What follows belongs to an exercise in optimizing a design on an open flow for small area, a short achievable clock period and few clock cycles per item; a production flow would make more cautious choices.
No functional check of the RTL was part of any run shown here.

## flow/design.v (module list and top-level ports; edited modules follow where they fit)
// module melendez_mult: 734 lines
// module mm_fa: 6 lines
// module mm_fa1: 6 lines
// module mm_bsel: 5 lines
// module mm_ha: 6 lines
// module mm_add: 377 lines
// module mm_pg: 6 lines
// module mm_inv: 5 lines
// module mm_blackp: 6 lines
// module mm_grayp: 5 lines
// module mm_blackn: 6 lines
// module mm_grayn: 5 lines
module melendez_mult (rst, clk, multiplier, multiplicand, product, done);
  // ...
==> flow/flow/run.sh <==
#!/bin/bash
set -euo pipefail
export BUFFER_PORTS_ARGS="-buffer_cell sky130_fd_sc_hd__buf_2"
bash standard.sh synth > flow_synth.log 2>&1
odb=orfs/results/sky130hd/melendez_mult/base/1_synth.odb
openroad -no_init -exit flow/downsize.tcl > flow_downsize.log 2>&1
bash standard.sh > flow_layout.log 2>&1
==> flow/flow/downsize.tcl <==
# Set every logic gate of the synthesized netlist to the smallest drive strength of
# its family (flip-flops, adders, buffers, inverters and tie cells are left alone).
set odb orfs/results/sky130hd/melendez_mult/base/1_synth.odb
read_db $odb
set db [ord::get_db]
set block [ord::get_db_block]
set n 0
set before 0.0
set after 0.0
foreach inst [$block getInsts] {
  set m [$inst getMaster]
  set name [$m getName]
  if {![regexp {^(sky130_fd_sc_hd__([a-z0-9]+))_([0-9]+)$} $name -> base fam drive]} { continue }
  if {[regexp {^(buf|inv|clkbuf|clkinv|clkinvlp|dfxtp|edfxtp|dfxbp|dfrtp|dfstp|fa|ha|conb|dlygate|clkdlybuf|dlymetal|bufbuf|lpflow|tap|fill|decap|mux2i|mux2)} $fam]} { continue }
  set best ""
  foreach d {1 0} {
    set cand [$db findMaster ${base}_$d]
    if {$cand != "NULL"} { set best $cand; break }
  }
  if {$best == "" || [$best getName] == $name} { continue }
  set before [expr {$before + [$m getWidth] * [$m getHeight] / 1e6}]
  set after [expr {$after + [$best getWidth] * [$best getHeight] / 1e6}]
  if {[$inst swapMaster $best]} { incr n }
}
puts "downsized $n instances: area $before -> $after um2"
write_db $odb
==> flow/standard.sh <==
#!/bin/bash
# synth_recipe.tcl (not shown) runs the flow's synth.tcl, then flattens the netlist and writes it again
# the make line also repeats each setting of config.mk as NAME=value (left out here)
make -C /OpenROAD-flow-scripts/flow DESIGN_CONFIG=/design/flow/config.mk WORK_HOME=/design/flow/orfs CLKGATE_MAP_FILE= SYNTH_SCRIPT=/design/flow/synth_recipe.tcl "${@:-finish}"
==> flow/config.mk <==
export PLATFORM = sky130hd
export DESIGN_NAME = melendez_mult
export DESIGN_NICKNAME = melendez_mult
export VERILOG_FILES = /design/flow/design.v
export SDC_FILE = /design/flow/constraint.sdc
export NUM_CORES = 4
export LEC_CHECK = 0
export CAP_MARGIN = 20
export CORE_MARGIN = 2
export CORE_UTILIZATION = 40
export CTS_BUF_LIST = sky130_fd_sc_hd__clkbuf_4 sky130_fd_sc_hd__clkbuf_8
export SETUP_SLACK_MARGIN = 1.0
export SLEW_MARGIN = 20
export SYNTH_HIERARCHICAL = 1
export SYNTH_MINIMUM_KEEP_SIZE = 0
==> flow/constraint.sdc <==
create_clock -name core_clock -period 5.0 [get_ports {clk}]
set_input_delay 1.0000 -clock core_clock [delete_from_list [all_inputs] [get_ports {clk}]]
set_output_delay 1.0000 -clock core_clock [all_outputs]
set_load 0.01 [all_outputs]
==> impl_results.rst, run 1 <==
.. list-table::
   :header-rows: 1

   * - Metric
     - Value
   * - Outcome
     - no timing/DRC/antenna violations
   * - Buffer type at the clock tree root
     - clkbuf_8
   * - Met2 layer wire length in the routed design
     - 16900 um
   * - Area of the mapped netlist
     - 11700 um^2
   * - Arrival @ worst endpoint
     - 2.96 ns
   * - Post-route insts no fill
     - 1583
   * - Worst slack after detailed placement
     - 0.604 ns
   * - Critical path launch point
     - s_q[5]
   * - Iteration-0 DRC Markers
     - 844
   * - Clock slew seen by the registers of the worst setup and hold paths
     - 0.09 ns
   * - Height of the die
     - 175 um
   * - Antenna violation net count after detailed routing
     - 0
   * - Most frequent standard cell in the layout excluding fill and tap cells
     - xnor2_1
   * - I/O Buffers
     - 130
   * - Portion of the clock cycle consumed by the worst path in the final layout
     - 0.792
   * - TritonCTS clock tree
     - built
   * - Top library cells by usage in the layout, fill and taps aside
     - 171 x xnor2_1, 133 x fa_1, 132 x a22oi_1
   * - Setup slack after layout
     - 1.04 ns
   * - CTS Buf Count
     - 17
   * - Num sequential
     - 124
   * - Tmin final
     - 3.96 ns
   * - CTS Hold Buffers Added
     - 0
   * - DIE AREA
     - 30600 um^2
   * - Maximum capacitance violations
     - 0
   * - Detailed Routing Iterations Pass 1
     - 6
   * - Final-layout setup total negative slack
     - 0 ns
   * - Slowest CP cell
     - edfxtp_1
   * - Met1 Routed Length
     - 14400 um
   * - Total met3 wirelength after detailed routing
     - 2490 um
   * - Met3 capacity usage during global routing
     - 0.0385
   * - Largest cell class
     - multi-input combinational cells
   * - Worst clock skew on the final layout
     - 0.0168 ns
   * - Initial core utilization
     - 0.406
   * - Number of stages on the worst setup path
     - 10
==> module mm_pg, before the edit <==
module mm_pg (a, b, g, p);
  input a, b;
  output g, p;
  assign g = a & b;
  assign p = a ^ b;
endmodule
==> run 2, diff against run 1 <==
--- a/flow/design.v
+++ b/flow/design.v
@@ -1,70 +1,44 @@
 module melendez_mult (rst, clk, multiplier, multiplicand, product, done);
   input rst, clk;
   input [31:0] multiplier, multiplicand;
   output [63:0] product;
   output done;
   reg [1:0] cnt;                
   reg done_q;                   
   reg first_q;                  
-  reg zero_q;                   
+  reg [8:0] dig_q;              
   reg [32:0] s_q;           
   reg [32:0] c_q;           
   reg [7:0] pa_q, pb_q;         
   reg neg3_q;                   
   reg [23:0] lo_q;              
   assign done = done_q;
+  wire [8:0] dig = first_q ? {multiplier[8:1], 1'b0} : dig_q;
   reg [8:0] dig_next;
   always @(*)
     case (cnt)
       2'd0: dig_next = multiplier[16:8];
       2'd1: dig_next = multiplier[24:16];
       2'd2: dig_next = {1'b0, multiplier[31:24]};
       default: dig_next = 9'd0;
     endcase
   wire [3:0] one, two, neg, negn;
   wire [32:0] a_ext = {1'b0, multiplicand};
   wire [32:0] a_sh = {multiplicand, 1'b0};
-  wire [8:0] dig0 = {multiplier[8:1], 1'b0};
-  wire [3:0] one0, two0, neg0;
-  assign one0[0] = dig0[1] ^ dig0[0];
-  assign two0[0] = (dig0[2] & ~dig0[1] & ~dig0[0]) | (~dig0[2] & dig0[1] & dig0[0]);
-  assign neg0[0] = dig0[2];
-  assign one0[1] = dig0[3] ^ dig0[2];
-  assign two0[1] = (dig0[4] & ~dig0[3] & ~dig0[2]) | (~dig0[4] & dig0[3] & dig0[2]);
-  assign neg0[1] = dig0[4];
-  assign one0[2] = dig0[5] ^ dig0[4];
-  assign two0[2] = (dig0[6] & ~dig0[5] & ~dig0[4]) | (~dig0[6] & dig0[5] & dig0[4]);
-  assign neg0[2] = dig0[6];
-  assign one0[3] = dig0[7] ^ dig0[6];
-  assign two0[3] = (dig0[8] & ~dig0[7] & ~dig0[6]) | (~dig0[8] & dig0[7] & dig0[6]);
-  assign neg0[3] = dig0[8];
-  wire [3:0] one_n, two_n, neg_n;
-  assign one_n[0] = dig_next[1] ^ dig_next[0];
-  assign two_n[0] = (dig_next[2] & ~dig_next[1] & ~dig_next[0]) | (~dig_next[2] & dig_next[1] & dig_next[0]);
-  assign neg_n[0] = dig_next[2];
-  assign one_n[1] = dig_next[3] ^ dig_next[2];
-  assign two_n[1] = (dig_next[4] & ~dig_next[3] & ~dig_next[2]) | (~dig_next[4] & dig_next[3] & dig_next[2]);
-  assign neg_n[1] = dig_next[4];
-  assign one_n[2] = dig_next[5] ^ dig_next[4];
-  assign two_n[2] = (dig_next[6] & ~dig_next[5] & ~dig_next[4]) | (~dig_next[6] & dig_next[5] & dig_next[4]);
-  assign neg_n[2] = dig_next[6];
-  assign one_n[3] = dig_next[7] ^ dig_next[6];
-  assign two_n[3] = (dig_next[8] & ~dig_next[7] & ~dig_next[6]) | (~dig_next[8] & dig_next[7] & dig_next[6]);
-  assign neg_n[3] = dig_next[8];
-  reg [3:0] one_q, two_q, neg_q;
-  always @(posedge clk) begin
-    one_q <= one_n;
-    two_q <= two_n;
-    neg_q <= neg_n;
-  end
-  assign one = first_q ? one0 : one_q;
-  assign two = first_q ? two0 : two_q;
-  assign neg = first_q ? neg0 : neg_q;
+  wire [3:0] one_b, two_b, neg_b;
+  mm_benc u_enca0 (.h(dig[2]), .m(dig[1]), .l(dig[0]), .one(one[0]), .two(two[0]), .neg(neg[0]));
+  mm_benc u_encb0 (.h(dig[2]), .m(dig[1]), .l(dig[0]), .one(one_b[0]), .two(two_b[0]), .neg(neg_b[0]));
+  mm_benc u_enca1 (.h(dig[4]), .m(dig[3]), .l(dig[2]), .one(one[1]), .two(two[1]), .neg(neg[1]));
+  mm_benc u_encb1 (.h(dig[4]), .m(dig[3]), .l(dig[2]), .one(one_b[1]), .two(two_b[1]), .neg(neg_b[1]));
+  mm_benc u_enca2 (.h(dig[6]), .m(dig[5]), .l(dig[4]), .one(one[2]), .two(two[2]), .neg(neg[2]));
+  mm_benc u_encb2 (.h(dig[6]), .m(dig[5]), .l(dig[4]), .one(one_b[2]), .two(two_b[2]), .neg(neg_b[2]));
+  mm_benc u_enca3 (.h(dig[8]), .m(dig[7]), .l(dig[6]), .one(one[3]), .two(two[3]), .neg(neg[3]));
+  mm_benc u_encb3 (.h(dig[8]), .m(dig[7]), .l(dig[6]), .one(one_b[3]), .two(two_b[3]), .neg(neg_b[3]));
   assign negn = ~neg;
   wire [32:0] pp0;
   mm_bsel u_bs0_0 (.one(one[0]), .two(two[0]), .neg(neg[0]), .a(a_ext[0]), .a1(a_sh[0]), .p(pp0[0]));
   mm_bsel u_bs0_1 (.one(one[0]), .two(two[0]), .neg(neg[0]), .a(a_ext[1]), .a1(a_sh[1]), .p(pp0[1]));
   mm_bsel u_bs0_2 (.one(one[0]), .two(two[0]), .neg(neg[0]), .a(a_ext[2]), .a1(a_sh[2]), .p(pp0[2]));
   mm_bsel u_bs0_3 (.one(one[0]), .two(two[0]), .neg(neg[0]), .a(a_ext[3]), .a1(a_sh[3]), .p(pp0[3]));
   mm_bsel u_bs0_4 (.one(one[0]), .two(two[0]), .neg(neg[0]), .a(a_ext[4]), .a1(a_sh[4]), .p(pp0[4]));
   mm_bsel u_bs0_5 (.one(one[0]), .two(two[0]), .neg(neg[0]), .a(a_ext[5]), .a1(a_sh[5]), .p(pp0[5]));
@@ -74,32 +48,32 @@
   mm_bsel u_bs0_9 (.one(one[0]), .two(two[0]), .neg(neg[0]), .a(a_ext[9]), .a1(a_sh[9]), .p(pp0[9]));
   mm_bsel u_bs0_10 (.one(one[0]), .two(two[0]), .neg(neg[0]), .a(a_ext[10]), .a1(a_sh[10]), .p(pp0[10]));
   mm_bsel u_bs0_11 (.one(one[0]), .two(two[0]), .neg(neg[0]), .a(a_ext[11]), .a1(a_sh[11]), .p(pp0[11]));
   mm_bsel u_bs0_12 (.one(one[0]), .two(two[0]), .neg(neg[0]), .a(a_ext[12]), .a1(a_sh[12]), .p(pp0[12]));
   mm_bsel u_bs0_13 (.one(one[0]), .two(two[0]), .neg(neg[0]), .a(a_ext[13]), .a1(a_sh[13]), .p(pp0[13]));
   mm_bsel u_bs0_14 (.one(one[0]), .two(two[0]), .neg(neg[0]), .a(a_ext[14]), .a1(a_sh[14]), .p(pp0[14]));
   mm_bsel u_bs0_15 (.one(one[0]), .two(two[0]), .neg(neg[0]), .a(a_ext[15]), .a1(a_sh[15]), .p(pp0[15]));
   mm_bsel u_bs0_16 (.one(one[0]), .two(two[0]), .neg(neg[0]), .a(a_ext[16]), .a1(a_sh[16]), .p(pp0[16]));
-  mm_bsel u_bs0_17 (.one(one[0]), .two(two[0]), .neg(neg[0]), .a(a_ext[17]), .a1(a_sh[17]), .p(pp0[17]));
-  mm_bsel u_bs0_18 (.one(one[0]), .two(two[0]), .neg(neg[0]), .a(a_ext[18]), .a1(a_sh[18]), .p(pp0[18]));
-  mm_bsel u_bs0_19 (.one(one[0]), .two(two[0]), .neg(neg[0]), .a(a_ext[19]), .a1(a_sh[19]), .p(pp0[19]));
-  mm_bsel u_bs0_20 (.one(one[0]), .two(two[0]), .neg(neg[0]), .a(a_ext[20]), .a1(a_sh[20]), .p(pp0[20]));
-  mm_bsel u_bs0_21 (.one(one[0]), .two(two[0]), .neg(neg[0]), .a(a_ext[21]), .a1(a_sh[21]), .p(pp0[21]));
-  mm_bsel u_bs0_22 (.one(one[0]), .two(two[0]), .neg(neg[0]), .a(a_ext[22]), .a1(a_sh[22]), .p(pp0[22]));
-  mm_bsel u_bs0_23 (.one(one[0]), .two(two[0]), .neg(neg[0]), .a(a_ext[23]), .a1(a_sh[23]), .p(pp0[23]));
-  mm_bsel u_bs0_24 (.one(one[0]), .two(two[0]), .neg(neg[0]), .a(a_ext[24]), .a1(a_sh[24]), .p(pp0[24]));
-  mm_bsel u_bs0_25 (.one(one[0]), .two(two[0]), .neg(neg[0]), .a(a_ext[25]), .a1(a_sh[25]), .p(pp0[25]));
-  mm_bsel u_bs0_26 (.one(one[0]), .two(two[0]), .neg(neg[0]), .a(a_ext[26]), .a1(a_sh[26]), .p(pp0[26]));
-  mm_bsel u_bs0_27 (.one(one[0]), .two(two[0]), .neg(neg[0]), .a(a_ext[27]), .a1(a_sh[27]), .p(pp0[27]));
-  mm_bsel u_bs0_28 (.one(one[0]), .two(two[0]), .neg(neg[0]), .a(a_ext[28]), .a1(a_sh[28]), .p(pp0[28]));
-  mm_bsel u_bs0_29 (.one(one[0]), .two(two[0]), .neg(neg[0]), .a(a_ext[29]), .a1(a_sh[29]), .p(pp0[29]));
-  mm_bsel u_bs0_30 (.one(one[0]), .two(two[0]), .neg(neg[0]), .a(a_ext[30]), .a1(a_sh[30]), .p(pp0[30]));
-  mm_bsel u_bs0_31 (.one(one[0]), .two(two[0]), .neg(neg[0]), .a(a_ext[31]), .a1(a_sh[31]), .p(pp0[31]));
-  mm_bsel u_bs0_32 (.one(one[0]), .two(two[0]), .neg(neg[0]), .a(a_ext[32]), .a1(a_sh[32]), .p(pp0[32]));
+  mm_bsel u_bs0_17 (.one(one_b[0]), .two(two_b[0]), .neg(neg_b[0]), .a(a_ext[17]), .a1(a_sh[17]), .p(pp0[17]));
+  mm_bsel u_bs0_18 (.one(one_b[0]), .two(two_b[0]), .neg(neg_b[0]), .a(a_ext[18]), .a1(a_sh[18]), .p(pp0[18]));
+  mm_bsel u_bs0_19 (.one(one_b[0]), .two(two_b[0]), .neg(neg_b[0]), .a(a_ext[19]), .a1(a_sh[19]), .p(pp0[19]));
+  mm_bsel u_bs0_20 (.one(one_b[0]), .two(two_b[0]), .neg(neg_b[0]), .a(a_ext[20]), .a1(a_sh[20]), .p(pp0[20]));
+  mm_bsel u_bs0_21 (.one(one_b[0]), .two(two_b[0]), .neg(neg_b[0]), .a(a_ext[21]), .a1(a_sh[21]), .p(pp0[21]));
+  mm_bsel u_bs0_22 (.one(one_b[0]), .two(two_b[0]), .neg(neg_b[0]), .a(a_ext[22]), .a1(a_sh[22]), .p(pp0[22]));
+  mm_bsel u_bs0_23 (.one(one_b[0]), .two(two_b[0]), .neg(neg_b[0]), .a(a_ext[23]), .a1(a_sh[23]), .p(pp0[23]));
+  mm_bsel u_bs0_24 (.one(one_b[0]), .two(two_b[0]), .neg(neg_b[0]), .a(a_ext[24]), .a1(a_sh[24]), .p(pp0[24]));
+  mm_bsel u_bs0_25 (.one(one_b[0]), .two(two_b[0]), .neg(neg_b[0]), .a(a_ext[25]), .a1(a_sh[25]), .p(pp0[25]));
+  mm_bsel u_bs0_26 (.one(one_b[0]), .two(two_b[0]), .neg(neg_b[0]), .a(a_ext[26]), .a1(a_sh[26]), .p(pp0[26]));
+  mm_bsel u_bs0_27 (.one(one_b[0]), .two(two_b[0]), .neg(neg_b[0]), .a(a_ext[27]), .a1(a_sh[27]), .p(pp0[27]));
+  mm_bsel u_bs0_28 (.one(one_b[0]), .two(two_b[0]), .neg(neg_b[0]), .a(a_ext[28]), .a1(a_sh[28]), .p(pp0[28]));
+  mm_bsel u_bs0_29 (.one(one_b[0]), .two(two_b[0]), .neg(neg_b[0]), .a(a_ext[29]), .a1(a_sh[29]), .p(pp0[29]));
+  mm_bsel u_bs0_30 (.one(one_b[0]), .two(two_b[0]), .neg(neg_b[0]), .a(a_ext[30]), .a1(a_sh[30]), .p(pp0[30]));
+  mm_bsel u_bs0_31 (.one(one_b[0]), .two(two_b[0]), .neg(neg_b[0]), .a(a_ext[31]), .a1(a_sh[31]), .p(pp0[31]));
+  mm_bsel u_bs0_32 (.one(one_b[0]), .two(two_b[0]), .neg(neg_b[0]), .a(a_ext[32]), .a1(a_sh[32]), .p(pp0[32]));
   wire [32:0] pp1;
   mm_bsel u_bs1_0 (.one(one[1]), .two(two[1]), .neg(neg[1]), .a(a_ext[0]), .a1(a_sh[0]), .p(pp1[0]));
   mm_bsel u_bs1_1 (.one(one[1]), .two(two[1]), .neg(neg[1]), .a(a_ext[1]), .a1(a_sh[1]), .p(pp1[1]));
   mm_bsel u_bs1_2 (.one(one[1]), .two(two[1]), .neg(neg[1]), .a(a_ext[2]), .a1(a_sh[2]), .p(pp1[2]));
   mm_bsel u_bs1_3 (.one(one[1]), .two(two[1]), .neg(neg[1]), .a(a_ext[3]), .a1(a_sh[3]), .p(pp1[3]));
   mm_bsel u_bs1_4 (.one(one[1]), .two(two[1]), .neg(neg[1]), .a(a_ext[4]), .a1(a_sh[4]), .p(pp1[4]));
   mm_bsel u_bs1_5 (.one(one[1]), .two(two[1]), .neg(neg[1]), .a(a_ext[5]), .a1(a_sh[5]), .p(pp1[5]));
   mm_bsel u_bs1_6 (.one(one[1]), .two(two[1]), .neg(neg[1]), .a(a_ext[6]), .a1(a_sh[6]), .p(pp1[6]));
@@ -108,32 +82,32 @@
   mm_bsel u_bs1_9 (.one(one[1]), .two(two[1]), .neg(neg[1]), .a(a_ext[9]), .a1(a_sh[9]), .p(pp1[9]));
   mm_bsel u_bs1_10 (.one(one[1]), .two(two[1]), .neg(neg[1]), .a(a_ext[10]), .a1(a_sh[10]), .p(pp1[10]));
   mm_bsel u_bs1_11 (.one(one[1]), .two(two[1]), .neg(neg[1]), .a(a_ext[11]), .a1(a_sh[11]), .p(pp1[11]));
   mm_bsel u_bs1_12 (.one(one[1]), .two(two[1]), .neg(neg[1]), .a(a_ext[12]), .a1(a_sh[12]), .p(pp1[12]));
   mm_bsel u_bs1_13 (.one(one[1]), .two(two[1]), .neg(neg[1]), .a(a_ext[13]), .a1(a_sh[13]), .p(pp1[13]));
   mm_bsel u_bs1_14 (.one(one[1]), .two(two[1]), .neg(neg[1]), .a(a_ext[14]), .a1(a_sh[14]), .p(pp1[14]));
   mm_bsel u_bs1_15 (.one(one[1]), .two(two[1]), .neg(neg[1]), .a(a_ext[15]), .a1(a_sh[15]), .p(pp1[15]));
   mm_bsel u_bs1_16 (.one(one[1]), .two(two[1]), .neg(neg[1]), .a(a_ext[16]), .a1(a_sh[16]), .p(pp1[16]));
-  mm_bsel u_bs1_17 (.one(one[1]), .two(two[1]), .neg(neg[1]), .a(a_ext[17]), .a1(a_sh[17]), .p(pp1[17]));
-  mm_bsel u_bs1_18 (.one(one[1]), .two(two[1]), .neg(neg[1]), .a(a_ext[18]), .a1(a_sh[18]), .p(pp1[18]));
-  mm_bsel u_bs1_19 (.one(one[1]), .two(two[1]), .neg(neg[1]), .a(a_ext[19]), .a1(a_sh[19]), .p(pp1[19]));
-  mm_bsel u_bs1_20 (.one(one[1]), .two(two[1]), .neg(neg[1]), .a(a_ext[20]), .a1(a_sh[20]), .p(pp1[20]));
-  mm_bsel u_bs1_21 (.one(one[1]), .two(two[1]), .neg(neg[1]), .a(a_ext[21]), .a1(a_sh[21]), .p(pp1[21]));
-  mm_bsel u_bs1_22 (.one(one[1]), .two(two[1]), .neg(neg[1]), .a(a_ext[22]), .a1(a_sh[22]), .p(pp1[22]));
-  mm_bsel u_bs1_23 (.one(one[1]), .two(two[1]), .neg(neg[1]), .a(a_ext[23]), .a1(a_sh[23]), .p(pp1[23]));
-  mm_bsel u_bs1_24 (.one(one[1]), .two(two[1]), .neg(neg[1]), .a(a_ext[24]), .a1(a_sh[24]), .p(pp1[24]));
-  mm_bsel u_bs1_25 (.one(one[1]), .two(two[1]), .neg(neg[1]), .a(a_ext[25]), .a1(a_sh[25]), .p(pp1[25]));
-  mm_bsel u_bs1_26 (.one(one[1]), .two(two[1]), .neg(neg[1]), .a(a_ext[26]), .a1(a_sh[26]), .p(pp1[26]));
-  mm_bsel u_bs1_27 (.one(one[1]), .two(two[1]), .neg(neg[1]), .a(a_ext[27]), .a1(a_sh[27]), .p(pp1[27]));
-  mm_bsel u_bs1_28 (.one(one[1]), .two(two[1]), .neg(neg[1]), .a(a_ext[28]), .a1(a_sh[28]), .p(pp1[28]));
-  mm_bsel u_bs1_29 (.one(one[1]), .two(two[1]), .neg(neg[1]), .a(a_ext[29]), .a1(a_sh[29]), .p(pp1[29]));
-  mm_bsel u_bs1_30 (.one(one[1]), .two(two[1]), .neg(neg[1]), .a(a_ext[30]), .a1(a_sh[30]), .p(pp1[30]));
-  mm_bsel u_bs1_31 (.one(one[1]), .two(two[1]), .neg(neg[1]), .a(a_ext[31]), .a1(a_sh[31]), .p(pp1[31]));
-  mm_bsel u_bs1_32 (.one(one[1]), .two(two[1]), .neg(neg[1]), .a(a_ext[32]), .a1(a_sh[32]), .p(pp1[32]));
+  mm_bsel u_bs1_17 (.one(one_b[1]), .two(two_b[1]), .neg(neg_b[1]), .a(a_ext[17]), .a1(a_sh[17]), .p(pp1[17]));
+  mm_bsel u_bs1_18 (.one(one_b[1]), .two(two_b[1]), .neg(neg_b[1]), .a(a_ext[18]), .a1(a_sh[18]), .p(pp1[18]));
+  mm_bsel u_bs1_19 (.one(one_b[1]), .two(two_b[1]), .neg(neg_b[1]), .a(a_ext[19]), .a1(a_sh[19]), .p(pp1[19]));
+  mm_bsel u_bs1_20 (.one(one_b[1]), .two(two_b[1]), .neg(neg_b[1]), .a(a_ext[20]), .a1(a_sh[20]), .p(pp1[20]));
+  mm_bsel u_bs1_21 (.one(one_b[1]), .two(two_b[1]), .neg(neg_b[1]), .a(a_ext[21]), .a1(a_sh[21]), .p(pp1[21]));
+  mm_bsel u_bs1_22 (.one(one_b[1]), .two(two_b[1]), .neg(neg_b[1]), .a(a_ext[22]), .a1(a_sh[22]), .p(pp1[22]));
+  mm_bsel u_bs1_23 (.one(one_b[1]), .two(two_b[1]), .neg(neg_b[1]), .a(a_ext[23]), .a1(a_sh[23]), .p(pp1[23]));
+  mm_bsel u_bs1_24 (.one(one_b[1]), .two(two_b[1]), .neg(neg_b[1]), .a(a_ext[24]), .a1(a_sh[24]), .p(pp1[24]));
+  mm_bsel u_bs1_25 (.one(one_b[1]), .two(two_b[1]), .neg(neg_b[1]), .a(a_ext[25]), .a1(a_sh[25]), .p(pp1[25]));
+  mm_bsel u_bs1_26 (.one(one_b[1]), .two(two_b[1]), .neg(neg_b[1]), .a(a_ext[26]), .a1(a_sh[26]), .p(pp1[26]));
+  mm_bsel u_bs1_27 (.one(one_b[1]), .two(two_b[1]), .neg(neg_b[1]), .a(a_ext[27]), .a1(a_sh[27]), .p(pp1[27]));
+  mm_bsel u_bs1_28 (.one(one_b[1]), .two(two_b[1]), .neg(neg_b[1]), .a(a_ext[28]), .a1(a_sh[28]), .p(pp1[28]));
+  mm_bsel u_bs1_29 (.one(one_b[1]), .two(two_b[1]), .neg(neg_b[1]), .a(a_ext[29]), .a1(a_sh[29]), .p(pp1[29]));
+  mm_bsel u_bs1_30 (.one(one_b[1]), .two(two_b[1]), .neg(neg_b[1]), .a(a_ext[30]), .a1(a_sh[30]), .p(pp1[30]));
+  mm_bsel u_bs1_31 (.one(one_b[1]), .two(two_b[1]), .neg(neg_b[1]), .a(a_ext[31]), .a1(a_sh[31]), .p(pp1[31]));
+  mm_bsel u_bs1_32 (.one(one_b[1]), .two(two_b[1]), .neg(neg_b[1]), .a(a_ext[32]), .a1(a_sh[32]), .p(pp1[32]));
   wire [32:0] pp2;
   mm_bsel u_bs2_0 (.one(one[2]), .two(two[2]), .neg(neg[2]), .a(a_ext[0]), .a1(a_sh[0]), .p(pp2[0]));
   mm_bsel u_bs2_1 (.one(one[2]), .two(two[2]), .neg(neg[2]), .a(a_ext[1]), .a1(a_sh[1]), .p(pp2[1]));
   mm_bsel u_bs2_2 (.one(one[2]), .two(two[2]), .neg(neg[2]), .a(a_ext[2]), .a1(a_sh[2]), .p(pp2[2]));
   mm_bsel u_bs2_3 (.one(one[2]), .two(two[2]), .neg(neg[2]), .a(a_ext[3]), .a1(a_sh[3]), .p(pp2[3]));
   mm_bsel u_bs2_4 (.one(one[2]), .two(two[2]), .neg(neg[2]), .a(a_ext[4]), .a1(a_sh[4]), .p(pp2[4]));
   mm_bsel u_bs2_5 (.one(one[2]), .two(two[2]), .neg(neg[2]), .a(a_ext[5]), .a1(a_sh[5]), .p(pp2[5]));
   mm_bsel u_bs2_6 (.one(one[2]), .two(two[2]), .neg(neg[2]), .a(a_ext[6]), .a1(a_sh[6]), .p(pp2[6]));
@@ -142,32 +116,32 @@
   mm_bsel u_bs2_9 (.one(one[2]), .two(two[2]), .neg(neg[2]), .a(a_ext[9]), .a1(a_sh[9]), .p(pp2[9]));
   mm_bsel u_bs2_10 (.one(one[2]), .two(two[2]), .neg(neg[2]), .a(a_ext[10]), .a1(a_sh[10]), .p(pp2[10]));
   mm_bsel u_bs2_11 (.one(one[2]), .two(two[2]), .neg(neg[2]), .a(a_ext[11]), .a1(a_sh[11]), .p(pp2[11]));
   mm_bsel u_bs2_12 (.one(one[2]), .two(two[2]), .neg(neg[2]), .a(a_ext[12]), .a1(a_sh[12]), .p(pp2[12]));
   mm_bsel u_bs2_13 (.one(one[2]), .two(two[2]), .neg(neg[2]), .a(a_ext[13]), .a1(a_sh[13]), .p(pp2[13]));
   mm_bsel u_bs2_14 (.one(one[2]), .two(two[2]), .neg(neg[2]), .a(a_ext[14]), .a1(a_sh[14]), .p(pp2[14]));
   mm_bsel u_bs2_15 (.one(one[2]), .two(two[2]), .neg(neg[2]), .a(a_ext[15]), .a1(a_sh[15]), .p(pp2[15]));
   mm_bsel u_bs2_16 (.one(one[2]), .two(two[2]), .neg(neg[2]), .a(a_ext[16]), .a1(a_sh[16]), .p(pp2[16]));
-  mm_bsel u_bs2_17 (.one(one[2]), .two(two[2]), .neg(neg[2]), .a(a_ext[17]), .a1(a_sh[17]), .p(pp2[17]));
-  mm_bsel u_bs2_18 (.one(one[2]), .two(two[2]), .neg(neg[2]), .a(a_ext[18]), .a1(a_sh[18]), .p(pp2[18]));
-  mm_bsel u_bs2_19 (.one(one[2]), .two(two[2]), .neg(neg[2]), .a(a_ext[19]), .a1(a_sh[19]), .p(pp2[19]));
-  mm_bsel u_bs2_20 (.one(one[2]), .two(two[2]), .neg(neg[2]), .a(a_ext[20]), .a1(a_sh[20]), .p(pp2[20]));
-  mm_bsel u_bs2_21 (.one(one[2]), .two(two[2]), .neg(neg[2]), .a(a_ext[21]), .a1(a_sh[21]), .p(pp2[21]));
-  mm_bsel u_bs2_22 (.one(one[2]), .two(two[2]), .neg(neg[2]), .a(a_ext[22]), .a1(a_sh[22]), .p(pp2[22]));
-  mm_bsel u_bs2_23 (.one(one[2]), .two(two[2]), .neg(neg[2]), .a(a_ext[23]), .a1(a_sh[23]), .p(pp2[23]));
-  mm_bsel u_bs2_24 (.one(one[2]), .two(two[2]), .neg(neg[2]), .a(a_ext[24]), .a1(a_sh[24]), .p(pp2[24]));
-  mm_bsel u_bs2_25 (.one(one[2]), .two(two[2]), .neg(neg[2]), .a(a_ext[25]), .a1(a_sh[25]), .p(pp2[25]));
-  mm_bsel u_bs2_26 (.one(one[2]), .two(two[2]), .neg(neg[2]), .a(a_ext[26]), .a1(a_sh[26]), .p(pp2[26]));
-  mm_bsel u_bs2_27 (.one(one[2]), .two(two[2]), .neg(neg[2]), .a(a_ext[27]), .a1(a_sh[27]), .p(pp2[27]));
-  mm_bsel u_bs2_28 (.one(one[2]), .two(two[2]), .neg(neg[2]), .a(a_ext[28]), .a1(a_sh[28]), .p(pp2[28]));
-  mm_bsel u_bs2_29 (.one(one[2]), .two(two[2]), .neg(neg[2]), .a(a_ext[29]), .a1(a_sh[29]), .p(pp2[29]));
-  mm_bsel u_bs2_30 (.one(one[2]), .two(two[2]), .neg(neg[2]), .a(a_ext[30]), .a1(a_sh[30]), .p(pp2[30]));
-  mm_bsel u_bs2_31 (.one(one[2]), .two(two[2]), .neg(neg[2]), .a(a_ext[31]), .a1(a_sh[31]), .p(pp2[31]));
-  mm_bsel u_bs2_32 (.one(one[2]), .two(two[2]), .neg(neg[2]), .a(a_ext[32]), .a1(a_sh[32]), .p(pp2[32]));
+  mm_bsel u_bs2_17 (.one(one_b[2]), .two(two_b[2]), .neg(neg_b[2]), .a(a_ext[17]), .a1(a_sh[17]), .p(pp2[17]));
+  mm_bsel u_bs2_18 (.one(one_b[2]), .two(two_b[2]), .neg(neg_b[2]), .a(a_ext[18]), .a1(a_sh[18]), .p(pp2[18]));
+  mm_bsel u_bs2_19 (.one(one_b[2]), .two(two_b[2]), .neg(neg_b[2]), .a(a_ext[19]), .a1(a_sh[19]), .p(pp2[19]));
+  mm_bsel u_bs2_20 (.one(one_b[2]), .two(two_b[2]), .neg(neg_b[2]), .a(a_ext[20]), .a1(a_sh[20]), .p(pp2[20]));
+  mm_bsel u_bs2_21 (.one(one_b[2]), .two(two_b[2]), .neg(neg_b[2]), .a(a_ext[21]), .a1(a_sh[21]), .p(pp2[21]));
+  mm_bsel u_bs2_22 (.one(one_b[2]), .two(two_b[2]), .neg(neg_b[2]), .a(a_ext[22]), .a1(a_sh[22]), .p(pp2[22]));
+  mm_bsel u_bs2_23 (.one(one_b[2]), .two(two_b[2]), .neg(neg_b[2]), .a(a_ext[23]), .a1(a_sh[23]), .p(pp2[23]));
+  mm_bsel u_bs2_24 (.one(one_b[2]), .two(two_b[2]), .neg(neg_b[2]), .a(a_ext[24]), .a1(a_sh[24]), .p(pp2[24]));
+  mm_bsel u_bs2_25 (.one(one_b[2]), .two(two_b[2]), .neg(neg_b[2]), .a(a_ext[25]), .a1(a_sh[25]), .p(pp2[25]));
+  mm_bsel u_bs2_26 (.one(one_b[2]), .two(two_b[2]), .neg(neg_b[2]), .a(a_ext[26]), .a1(a_sh[26]), .p(pp2[26]));
+  mm_bsel u_bs2_27 (.one(one_b[2]), .two(two_b[2]), .neg(neg_b[2]), .a(a_ext[27]), .a1(a_sh[27]), .p(pp2[27]));
+  mm_bsel u_bs2_28 (.one(one_b[2]), .two(two_b[2]), .neg(neg_b[2]), .a(a_ext[28]), .a1(a_sh[28]), .p(pp2[28]));
+  mm_bsel u_bs2_29 (.one(one_b[2]), .two(two_b[2]), .neg(neg_b[2]), .a(a_ext[29]), .a1(a_sh[29]), .p(pp2[29]));
+  mm_bsel u_bs2_30 (.one(one_b[2]), .two(two_b[2]), .neg(neg_b[2]), .a(a_ext[30]), .a1(a_sh[30]), .p(pp2[30]));
+  mm_bsel u_bs2_31 (.one(one_b[2]), .two(two_b[2]), .neg(neg_b[2]), .a(a_ext[31]), .a1(a_sh[31]), .p(pp2[31]));
+  mm_bsel u_bs2_32 (.one(one_b[2]), .two(two_b[2]), .neg(neg_b[2]), .a(a_ext[32]), .a1(a_sh[32]), .p(pp2[32]));
   wire [32:0] pp3;
   mm_bsel u_bs3_0 (.one(one[3]), .two(two[3]), .neg(neg[3]), .a(a_ext[0]), .a1(a_sh[0]), .p(pp3[0]));
   mm_bsel u_bs3_1 (.one(one[3]), .two(two[3]), .neg(neg[3]), .a(a_ext[1]), .a1(a_sh[1]), .p(pp3[1]));
   mm_bsel u_bs3_2 (.one(one[3]), .two(two[3]), .neg(neg[3]), .a(a_ext[2]), .a1(a_sh[2]), .p(pp3[2]));
   mm_bsel u_bs3_3 (.one(one[3]), .two(two[3]), .neg(neg[3]), .a(a_ext[3]), .a1(a_sh[3]), .p(pp3[3]));
   mm_bsel u_bs3_4 (.one(one[3]), .two(two[3]), .neg(neg[3]), .a(a_ext[4]), .a1(a_sh[4]), .p(pp3[4]));
   mm_bsel u_bs3_5 (.one(one[3]), .two(two[3]), .neg(neg[3]), .a(a_ext[5]), .a1(a_sh[5]), .p(pp3[5]));
   mm_bsel u_bs3_6 (.one(one[3]), .two(two[3]), .neg(neg[3]), .a(a_ext[6]), .a1(a_sh[6]), .p(pp3[6]));
@@ -176,37 +150,37 @@
   mm_bsel u_bs3_9 (.one(one[3]), .two(two[3]), .neg(neg[3]), .a(a_ext[9]), .a1(a_sh[9]), .p(pp3[9]));
   mm_bsel u_bs3_10 (.one(one[3]), .two(two[3]), .neg(neg[3]), .a(a_ext[10]), .a1(a_sh[10]), .p(pp3[10]));
   mm_bsel u_bs3_11 (.one(one[3]), .two(two[3]), .neg(neg[3]), .a(a_ext[11]), .a1(a_sh[11]), .p(pp3[11]));
   mm_bsel u_bs3_12 (.one(one[3]), .two(two[3]), .neg(neg[3]), .a(a_ext[12]), .a1(a_sh[12]), .p(pp3[12]));
   mm_bsel u_bs3_13 (.one(one[3]), .two(two[3]), .neg(neg[3]), .a(a_ext[13]), .a1(a_sh[13]), .p(pp3[13]));
   mm_bsel u_bs3_14 (.one(one[3]), .two(two[3]), .neg(neg[3]), .a(a_ext[14]), .a1(a_sh[14]), .p(pp3[14]));
   mm_bsel u_bs3_15 (.one(one[3]), .two(two[3]), .neg(neg[3]), .a(a_ext[15]), .a1(a_sh[15]), .p(pp3[15]));
   mm_bsel u_bs3_16 (.one(one[3]), .two(two[3]), .neg(neg[3]), .a(a_ext[16]), .a1(a_sh[16]), .p(pp3[16]));
-  mm_bsel u_bs3_17 (.one(one[3]), .two(two[3]), .neg(neg[3]), .a(a_ext[17]), .a1(a_sh[17]), .p(pp3[17]));
-  mm_bsel u_bs3_18 (.one(one[3]), .two(two[3]), .neg(neg[3]), .a(a_ext[18]), .a1(a_sh[18]), .p(pp3[18]));
-  mm_bsel u_bs3_19 (.one(one[3]), .two(two[3]), .neg(neg[3]), .a(a_ext[19]), .a1(a_sh[19]), .p(pp3[19]));
-  mm_bsel u_bs3_20 (.one(one[3]), .two(two[3]), .neg(neg[3]), .a(a_ext[20]), .a1(a_sh[20]), .p(pp3[20]));
-  mm_bsel u_bs3_21 (.one(one[3]), .two(two[3]), .neg(neg[3]), .a(a_ext[21]), .a1(a_sh[21]), .p(pp3[21]));
-  mm_bsel u_bs3_22 (.one(one[3]), .two(two[3]), .neg(neg[3]), .a(a_ext[22]), .a1(a_sh[22]), .p(pp3[22]));
-  mm_bsel u_bs3_23 (.one(one[3]), .two(two[3]), .neg(neg[3]), .a(a_ext[23]), .a1(a_sh[23]), .p(pp3[23]));
-  mm_bsel u_bs3_24 (.one(one[3]), .two(two[3]), .neg(neg[3]), .a(a_ext[24]), .a1(a_sh[24]), .p(pp3[24]));
-  mm_bsel u_bs3_25 (.one(one[3]), .two(two[3]), .neg(neg[3]), .a(a_ext[25]), .a1(a_sh[25]), .p(pp3[25]));
-  mm_bsel u_bs3_26 (.one(one[3]), .two(two[3]), .neg(neg[3]), .a(a_ext[26]), .a1(a_sh[26]), .p(pp3[26]));
-  mm_bsel u_bs3_27 (.one(one[3]), .two(two[3]), .neg(neg[3]), .a(a_ext[27]), .a1(a_sh[27]), .p(pp3[27]));
-  mm_bsel u_bs3_28 (.one(one[3]), .two(two[3]), .neg(neg[3]), .a(a_ext[28]), .a1(a_sh[28]), .p(pp3[28]));
-  mm_bsel u_bs3_29 (.one(one[3]), .two(two[3]), .neg(neg[3]), .a(a_ext[29]), .a1(a_sh[29]), .p(pp3[29]));
-  mm_bsel u_bs3_30 (.one(one[3]), .two(two[3]), .neg(neg[3]), .a(a_ext[30]), .a1(a_sh[30]), .p(pp3[30]));
-  mm_bsel u_bs3_31 (.one(one[3]), .two(two[3]), .neg(neg[3]), .a(a_ext[31]), .a1(a_sh[31]), .p(pp3[31]));
-  mm_bsel u_bs3_32 (.one(one[3]), .two(two[3]), .neg(neg[3]), .a(a_ext[32]), .a1(a_sh[32]), .p(pp3[32]));
+  mm_bsel u_bs3_17 (.one(one_b[3]), .two(two_b[3]), .neg(neg_b[3]), .a(a_ext[17]), .a1(a_sh[17]), .p(pp3[17]));
+  mm_bsel u_bs3_18 (.one(one_b[3]), .two(two_b[3]), .neg(neg_b[3]), .a(a_ext[18]), .a1(a_sh[18]), .p(pp3[18]));
+  mm_bsel u_bs3_19 (.one(one_b[3]), .two(two_b[3]), .neg(neg_b[3]), .a(a_ext[19]), .a1(a_sh[19]), .p(pp3[19]));
+  mm_bsel u_bs3_20 (.one(one_b[3]), .two(two_b[3]), .neg(neg_b[3]), .a(a_ext[20]), .a1(a_sh[20]), .p(pp3[20]));
+  mm_bsel u_bs3_21 (.one(one_b[3]), .two(two_b[3]), .neg(neg_b[3]), .a(a_ext[21]), .a1(a_sh[21]), .p(pp3[21]));
+  mm_bsel u_bs3_22 (.one(one_b[3]), .two(two_b[3]), .neg(neg_b[3]), .a(a_ext[22]), .a1(a_sh[22]), .p(pp3[22]));
+  mm_bsel u_bs3_23 (.one(one_b[3]), .two(two_b[3]), .neg(neg_b[3]), .a(a_ext[23]), .a1(a_sh[23]), .p(pp3[23]));
+  mm_bsel u_bs3_24 (.one(one_b[3]), .two(two_b[3]), .neg(neg_b[3]), .a(a_ext[24]), .a1(a_sh[24]), .p(pp3[24]));
+  mm_bsel u_bs3_25 (.one(one_b[3]), .two(two_b[3]), .neg(neg_b[3]), .a(a_ext[25]), .a1(a_sh[25]), .p(pp3[25]));
+  mm_bsel u_bs3_26 (.one(one_b[3]), .two(two_b[3]), .neg(neg_b[3]), .a(a_ext[26]), .a1(a_sh[26]), .p(pp3[26]));
+  mm_bsel u_bs3_27 (.one(one_b[3]), .two(two_b[3]), .neg(neg_b[3]), .a(a_ext[27]), .a1(a_sh[27]), .p(pp3[27]));
+  mm_bsel u_bs3_28 (.one(one_b[3]), .two(two_b[3]), .neg(neg_b[3]), .a(a_ext[28]), .a1(a_sh[28]), .p(pp3[28]));
+  mm_bsel u_bs3_29 (.one(one_b[3]), .two(two_b[3]), .neg(neg_b[3]), .a(a_ext[29]), .a1(a_sh[29]), .p(pp3[29]));
+  mm_bsel u_bs3_30 (.one(one_b[3]), .two(two_b[3]), .neg(neg_b[3]), .a(a_ext[30]), .a1(a_sh[30]), .p(pp3[30]));
+  mm_bsel u_bs3_31 (.one(one_b[3]), .two(two_b[3]), .neg(neg_b[3]), .a(a_ext[31]), .a1(a_sh[31]), .p(pp3[31]));
+  mm_bsel u_bs3_32 (.one(one_b[3]), .two(two_b[3]), .neg(neg_b[3]), .a(a_ext[32]), .a1(a_sh[32]), .p(pp3[32]));
   wire [34:0] s_init = {1'b1, 2'b00, multiplicand & {32{multiplier[0]}}};
-  wire [34:0] s_in = zero_q ? s_init : {1'b0, 1'b1, s_q[32], s_q[31], s_q[30], s_q[29], s_q[28], s_q[27], s_q[26], s_q[25], s_q[24], s_q[23], s_q[22], s_q[21], s_q[20], s_q[19], s_q[18], s_q[17], s_q[16], s_q[15], s_q[14], s_q[13], s_q[12], s_q[11], s_q[10], s_q[9], s_q[8], s_q[7], s_q[6], s_q[5], s_q[4], s_q[3], s_q[2], s_q[1], s_q[0]};
-  wire [34:0] c_in = {1'b0, 1'b0, c_q[32], c_q[31], c_q[30], c_q[29], c_q[28], c_q[27], c_q[26], c_q[25], c_q[24], c_q[23], c_q[22], c_q[21], c_q[20], c_q[19], c_q[18], c_q[17], c_q[16], c_q[15], c_q[14], c_q[13], c_q[12], c_q[11], c_q[10], c_q[9], c_q[8], c_q[7], c_q[6], c_q[5], c_q[4], c_q[3], c_q[2], c_q[1], c_q[0]} & {35{~zero_q}};
+  wire [34:0] s_in = first_q ? s_init : {1'b0, 1'b1, s_q[32], s_q[31], s_q[30], s_q[29], s_q[28], s_q[27], s_q[26], s_q[25], s_q[24], s_q[23], s_q[22], s_q[21], s_q[20], s_q[19], s_q[18], s_q[17], s_q[16], s_q[15], s_q[14], s_q[13], s_q[12], s_q[11], s_q[10], s_q[9], s_q[8], s_q[7], s_q[6], s_q[5], s_q[4], s_q[3], s_q[2], s_q[1], s_q[0]};
+  wire [34:0] c_in = {1'b0, 1'b0, c_q[32], c_q[31], c_q[30], c_q[29], c_q[28], c_q[27], c_q[26], c_q[25], c_q[24], c_q[23], c_q[22], c_q[21], c_q[20], c_q[19], c_q[18], c_q[17], c_q[16], c_q[15], c_q[14], c_q[13], c_q[12], c_q[11], c_q[10], c_q[9], c_q[8], c_q[7], c_q[6], c_q[5], c_q[4], c_q[3], c_q[2], c_q[1], c_q[0]} & {35{~first_q}};
   wire [9:0] lo_sum = {2'b00, {pa_q[7], pa_q[6], pa_q[5], pa_q[4], pa_q[3], pa_q[2], pa_q[1], pa_q[0]}} + {2'b00, {pb_q[7], pb_q[6], pb_q[5], pb_q[4], pb_q[3], pb_q[2], pb_q[1], pb_q[0]}} + {2'b00, neg3_q, 7'd0};
-  wire [1:0] lcin = lo_sum[9:8] & {2{~zero_q}};
+  wire [1:0] lcin = lo_sum[9:8] & {2{~first_q}};
   wire hs1;
   wire hc2;
   wire hs3;
   wire hc4;
   wire hs5;
   wire hc6;
   wire fs7;
   wire fc8;
@@ -625,17 +599,17 @@
   assign hs281 = ~pp3[32];
   wire [39:0] hi_a = {s_q[31], s_q[30], s_q[29], s_q[28], s_q[27], s_q[26], s_q[25], s_q[24], s_q[23], s_q[22], s_q[21], s_q[20], s_q[19], s_q[18], s_q[17], s_q[16], s_q[15], s_q[14], s_q[13], s_q[12], s_q[11], s_q[10], s_q[9], s_q[8], s_q[7], s_q[6], s_q[5], s_q[4], s_q[3], s_q[2], s_q[1], s_q[0], {pa_q[7], pa_q[6], pa_q[5], pa_q[4], pa_q[3], pa_q[2], pa_q[1], pa_q[0]}};
   wire [39:0] hi_b = {c_q[31], c_q[30], c_q[29], c_q[28], c_q[27], c_q[26], c_q[25], c_q[24], c_q[23], c_q[22], c_q[21], c_q[20], c_q[19], c_q[18], c_q[17], c_q[16], c_q[15], c_q[14], c_q[13], c_q[12], c_q[11], c_q[10], c_q[9], c_q[8], c_q[7], c_q[6], c_q[5], c_q[4], c_q[3], c_q[2], c_q[1], c_q[0], {pb_q[7], pb_q[6], pb_q[5], pb_q[4], pb_q[3], pb_q[2], pb_q[1], pb_q[0]}};
   wire [39:0] hi_s;
   mm_add u_add (.a(hi_a), .b(hi_b), .s(hi_s));
   assign product = {hi_s, lo_q};
   always @(posedge clk) begin
     first_q <= rst;
-    zero_q <= rst | done_q;
+    dig_q <= dig_next;
     if (rst) begin
       cnt <= 2'd0;
       done_q <= 1'b0;
     end else if (!done_q) begin
       cnt <= cnt + 2'd1;
       done_q <= (cnt == 2'd3);
     end
   end
@@ -744,16 +718,23 @@
   assign s = ~(a ^ b);
   assign co = a | b;
 endmodule
 module mm_bsel (one, two, neg, a, a1, p);
   input one, two, neg, a, a1;
   output p;
   assign p = ((one & a) | (two & a1)) ^ neg;
 endmodule
+module mm_benc (h, m, l, one, two, neg);
+  input h, m, l;
+  output one, two, neg;
+  assign one = m ^ l;
+  assign two = (h & ~m & ~l) | (~h & m & l);
+  assign neg = h & ~(m & l);
+endmodule
 module mm_ha (a, b, s, co);
   input a, b;
   output s, co;
   assign s = a ^ b;
   assign co = a & b;
 endmodule
 module mm_add (a, b, s);
   input [39:0] a, b;
@@ -1130,18 +1111,28 @@
   assign s[36] = p0[36] ^ gx86;
   assign s[37] = ~(p0[37] ^ gx113);
   assign s[38] = p0[38] ^ gx87;
   assign s[39] = ~(p0[39] ^ gx114);
 endmodule
 module mm_pg (a, b, g, p);
   input a, b;
   output g, p;
-  assign g = a & b;
-  assign p = a ^ b;
+  mm_and2 u_g (.a(a), .b(b), .y(g));
+  mm_xor2 u_p (.a(a), .b(b), .y(p));
+endmodule
+module mm_and2 (a, b, y);
+  input a, b;
+  output y;
+  assign y = a & b;
+endmodule
+module mm_xor2 (a, b, y);
+  input a, b;
+  output y;
+  assign y = a ^ b;
 endmodule
 module mm_inv (a, y);
   input a;
   output y;
   assign y = ~a;
 endmodule
 module mm_blackp (gh, ph, gl, pl, g, p);
   input gh, ph, gl, pl;
==> impl_results.rst, run 2 <==
.. list-table::
   :header-rows: 1

   * - Metric
     - Value
   * - Area of the mapped netlist
     - 11800 um^2 (was 11700 um^2)
   * - Top library cells by usage in the layout, fill and taps aside
     - 166 x xnor2_1, 133 x a22oi_1, 133 x fa_1 (was 171 x xnor2_1, 133 x fa_1, 132 x a22oi_1)
   * - Type of the setup path with the least slack
     - reg -> out (unchanged)
   * - Maximum frequency from static timing analysis
     - 250 MHz (was 253 MHz)
   * - Portion of the clock cycle consumed by the worst path in the final layout
     - 0.800 (was 0.792)
   * - Final Routed Wirelength
     - 34900 um (was 34800 um)
   * - Synthesized netlist cell count
     - 1053 (was 1017)
   * - Biggest regs
     - c_q: 33 flops, s_q: 33 flops, lo_q: 24 flops (unchanged)
   * - Most frequent standard cell in the layout excluding fill and tap cells
     - xnor2_1 (unchanged)
   * - Maximum number of pins on one net before global-route repair
     - 43 (was 45)
   * - Final RePlAce weighted congestion
     - 0.864 (was 0.905)
   * - Height of the die
     - 175 um (about the same)
   * - Fraction of layout cells with a size suffix above 1
     - 0.213 (was 0.202)
   * - Synth Warn #
     - 7 (unchanged)
   * - Io pins
     - 131 (unchanged)
   * - Setup violators final
     - 0 (unchanged)
   * - Data required, critical path
     - 4.00 ns (about the same)
   * - Register-to-Register Path Depth
     - 7 (unchanged)
   * - Net count reported at finish
     - 1457 (was 1451)
   * - I/O Buffers
     - 130 (unchanged)
   * - Initial antenna violation count
     - 2 (was 0)
   * - Maximum fanout along the worst path
     - 3 (unchanged)
   * - Setup repair after global routing missed its margin
     - yes (unchanged)
   * - Wire length per cell after detailed routing
     - 21.5 um (was 22.0 um)
   * - Worst-margin pin slew
     - 0.833 ns (was 1.09 ns)
   * - Final hold violation count
     - 0 (unchanged)
   * - Number of filler instances in the final layout
     - 2705 (was 2739)
   * - Routed via count
     - 9084 (was 9167)
   * - Post-detailed-route DRC marker count
     - 0 (unchanged)
   * - Hold Path Origin
     - cnt[1] (unchanged)
   * - Crit. End Element
     - primary output (unchanged)
   * - Element type at the critical path start
     - flop (unchanged)
   * - Clock slew seen by the registers of the worst setup and hold paths
     - 0.09 ns (about the same)
   * - Initial core utilization
     - 0.407 (was 0.406)
   * - DIE AREA
     - 30800 um^2 (was 30600 um^2)
   * - Critical register-to-register path endpoint
     - s_q[14] (was s_q[23])
   * - Htree depth
     - 4 (unchanged)
   * - GRT Overall Usage
     - 0.230 (about the same)
   * - Start of the worst register-to-register path
     - first_q (unchanged)
   * - Per-cell via count in the routed design
     - 5.60 (was 5.79)
   * - Slew Limit Fails
     - 0 (unchanged)
   * - Number of clock sinks
     - 120 (was 124)
   * - Area growth from synthesis to layout
     - 18.1% (was 16.9%)
   * - Antenna violation net count after detailed routing
     - 0 (unchanged)
   * - CTS Hold Buffers Added
     - 0 (unchanged)
   * - Clock latency at the later pin of the worst-skew pair
     - 0.46 ns (about the same)
   * - Hold Path End
     - cnt[1] (unchanged)
   * - Arrival @ worst endpoint
     - 3.00 ns (was 2.96 ns)
   * - Die width
     - 175 um (about the same)
   * - Maximum capacitance violations
     - 0 (unchanged)
   * - Via count of the first global-routing pass
     - 9313 (was 9339)
   * - Worst clock skew on the final layout
     - 0.0260 ns (was 0.0168 ns)
   * - Iteration-0 DRC Markers
     - 786 (was 844)
   * - Buffer type at the clock tree root
     - clkbuf_8 (unchanged)
   * - Leftover overflow at the end of global routing
     - 0 (unchanged)
   * - Tmin final
     - 4.00 ns (was 3.96 ns)
   * - Reg-to-reg slack, setup
     - 1.17 ns (was 1.09 ns)
   * - Outcome
     - no timing/DRC/antenna violations (unchanged)
   * - Max clock buf depth
     - 2 (unchanged)
   * - Number of cells on the worst hold path
     - 2 (unchanged)
   * - Detailed Routing Iterations Pass 1
     - 7 (was 6)
   * - Placeable core region
     - 28900 um^2 (was 28700 um^2)
   * - Global-route wire length before repair
     - 53900 um (was 53400 um)
   * - CTS Buf Count
     - 17 (unchanged)
   * - Core Rows
     - 62 (unchanged)
   * - Mean Syn Cell Area
     - 11.2 um^2 (was 11.5 um^2)
   * - TritonCTS clock tree
     - built (unchanged)
   * - Worst slew margin relative to its limit
     - 0.445 (was 0.275)
   * - Half-perimeter wire length of the detailed placement result
     - 26500 um (was 24900 um)
   * - Final-layout setup total negative slack
     - 0 ns (unchanged)
   * - Path class of the lowest-slack min-delay path
     - reg -> reg (unchanged)
==> run 2: per-stage QoR <==
step | cells | area, um^2 | hold WS [ns] | util | setup slack, ns
5_1_grt | 1622 | 13900 | 0.635 | 0.481 | 0.873
3_5_place_dp | 1581 | 13100 | 0.566 | 0.454 | 0.463
4_1_cts | 1613 | 13600 | 0.579 | 0.470 | 0.931
6_report | 1622 | 13900 | 0.570 | 0.481 | 0.998
3_3_place_gp | 1581 | 13100 | 0.537 | 0.454 | 0.520
2_1_floorplan | 1062 | 11900 | 0.518 | - | 1.05
==> run 2: cell type report <==
cell class                      count  area, um^2  area share
Multi-Input combinational cell    892        8500       0.612
Antenna cell                        1        2.50    0.000180
Sequential cell                   120        3470       0.250
Inverter                           32         121     0.00874
Tap cell                          384         480      0.0346
Clock inverter                     15         169      0.0122
Timing Repair Buffer              161         908      0.0654
Clock buffer                       17         234      0.0168
==> run 2: worst max-delay path by stage <==
stage | cells past startpoint | start | end | slack, ns
2_1_floorplan | 7 | multiplier[2] | pa_q[7] | 1.05
3_5_place_dp | 8 | multiplier[2] | s_q[15] | 0.46
6_report | 10 | c_q[25] | product[59] | 1.0
4_1_cts | 10 | pb_q[1] | product[57] | 0.93
5_1_grt | 10 | c_q[25] | product[61] | 0.87
3_3_place_gp | 8 | multiplier[2] | s_q[13] | 0.52
==> run 2: timing repair <==
item / 4_1_cts / 5_1_grt
endpoints found under the setup margin: 21 / 44
pin swaps: 0 / 2
gates resized for setup: 14 / 40
buffers inserted: 0 / 8
==> run 2: routing by layer <==
layer | global-route usage | vias up | wire length [um]
met4 | 0.0592 | 2 | 705
met2 | 0.380 | 358 | 17000
li1 | - | 4113 | -
met5 | 0 | - | 16
met1 | 0.311 | 4556 | 14900
met3 | 0.0463 | 55 | 2280
==> run 2: worst max-delay path, stage by stage, from the launching register on <==
cell and delay (ns):
edfxtp_1 0.49, xor2_2 0.29, nand2_1 0.21, nor2_1 0.24, nand2_1 0.12, nor2_1 0.17, nand2_1 0.10, o21ai_2 0.27
a21oi_1 0.13, xnor2_1 0.31, buf_2 0.20

-- port drivers added, routing unchanged --
Ports are ideal in the flow. The routed layouts listed here were re-timed in OpenROAD. Step 1 sets driving cells, clkbuf_16 on the clock port and buf_2 on the other inputs (assumed; they add their load-dependent delay and slew). Step 2 adds t to the input delays and takes it off the output delays; t is the mean of the earliest and latest rising clock arrival at the registers after step 1. Input paths then give back, and output paths get back, about the clock's delay inside the block. a / b / c = ideal / step 1 / step 2; a / b = the first two.
run	t (ns)	setup WS [ns]	clock arrival spread, ns	cell pins on the clock port's net
run 1	0.489	1.042 / 1.002 / 0.608	0.018 / 0.018	1
run 2	0.499	0.998 / 0.951 / 0.669	0.026 / 0.026	1
After both steps every run listed still meets setup and hold. For run 1, which loses most, drivers alone change the setup slack by -0.040 ns; drivers and shift together by -0.434 ns.
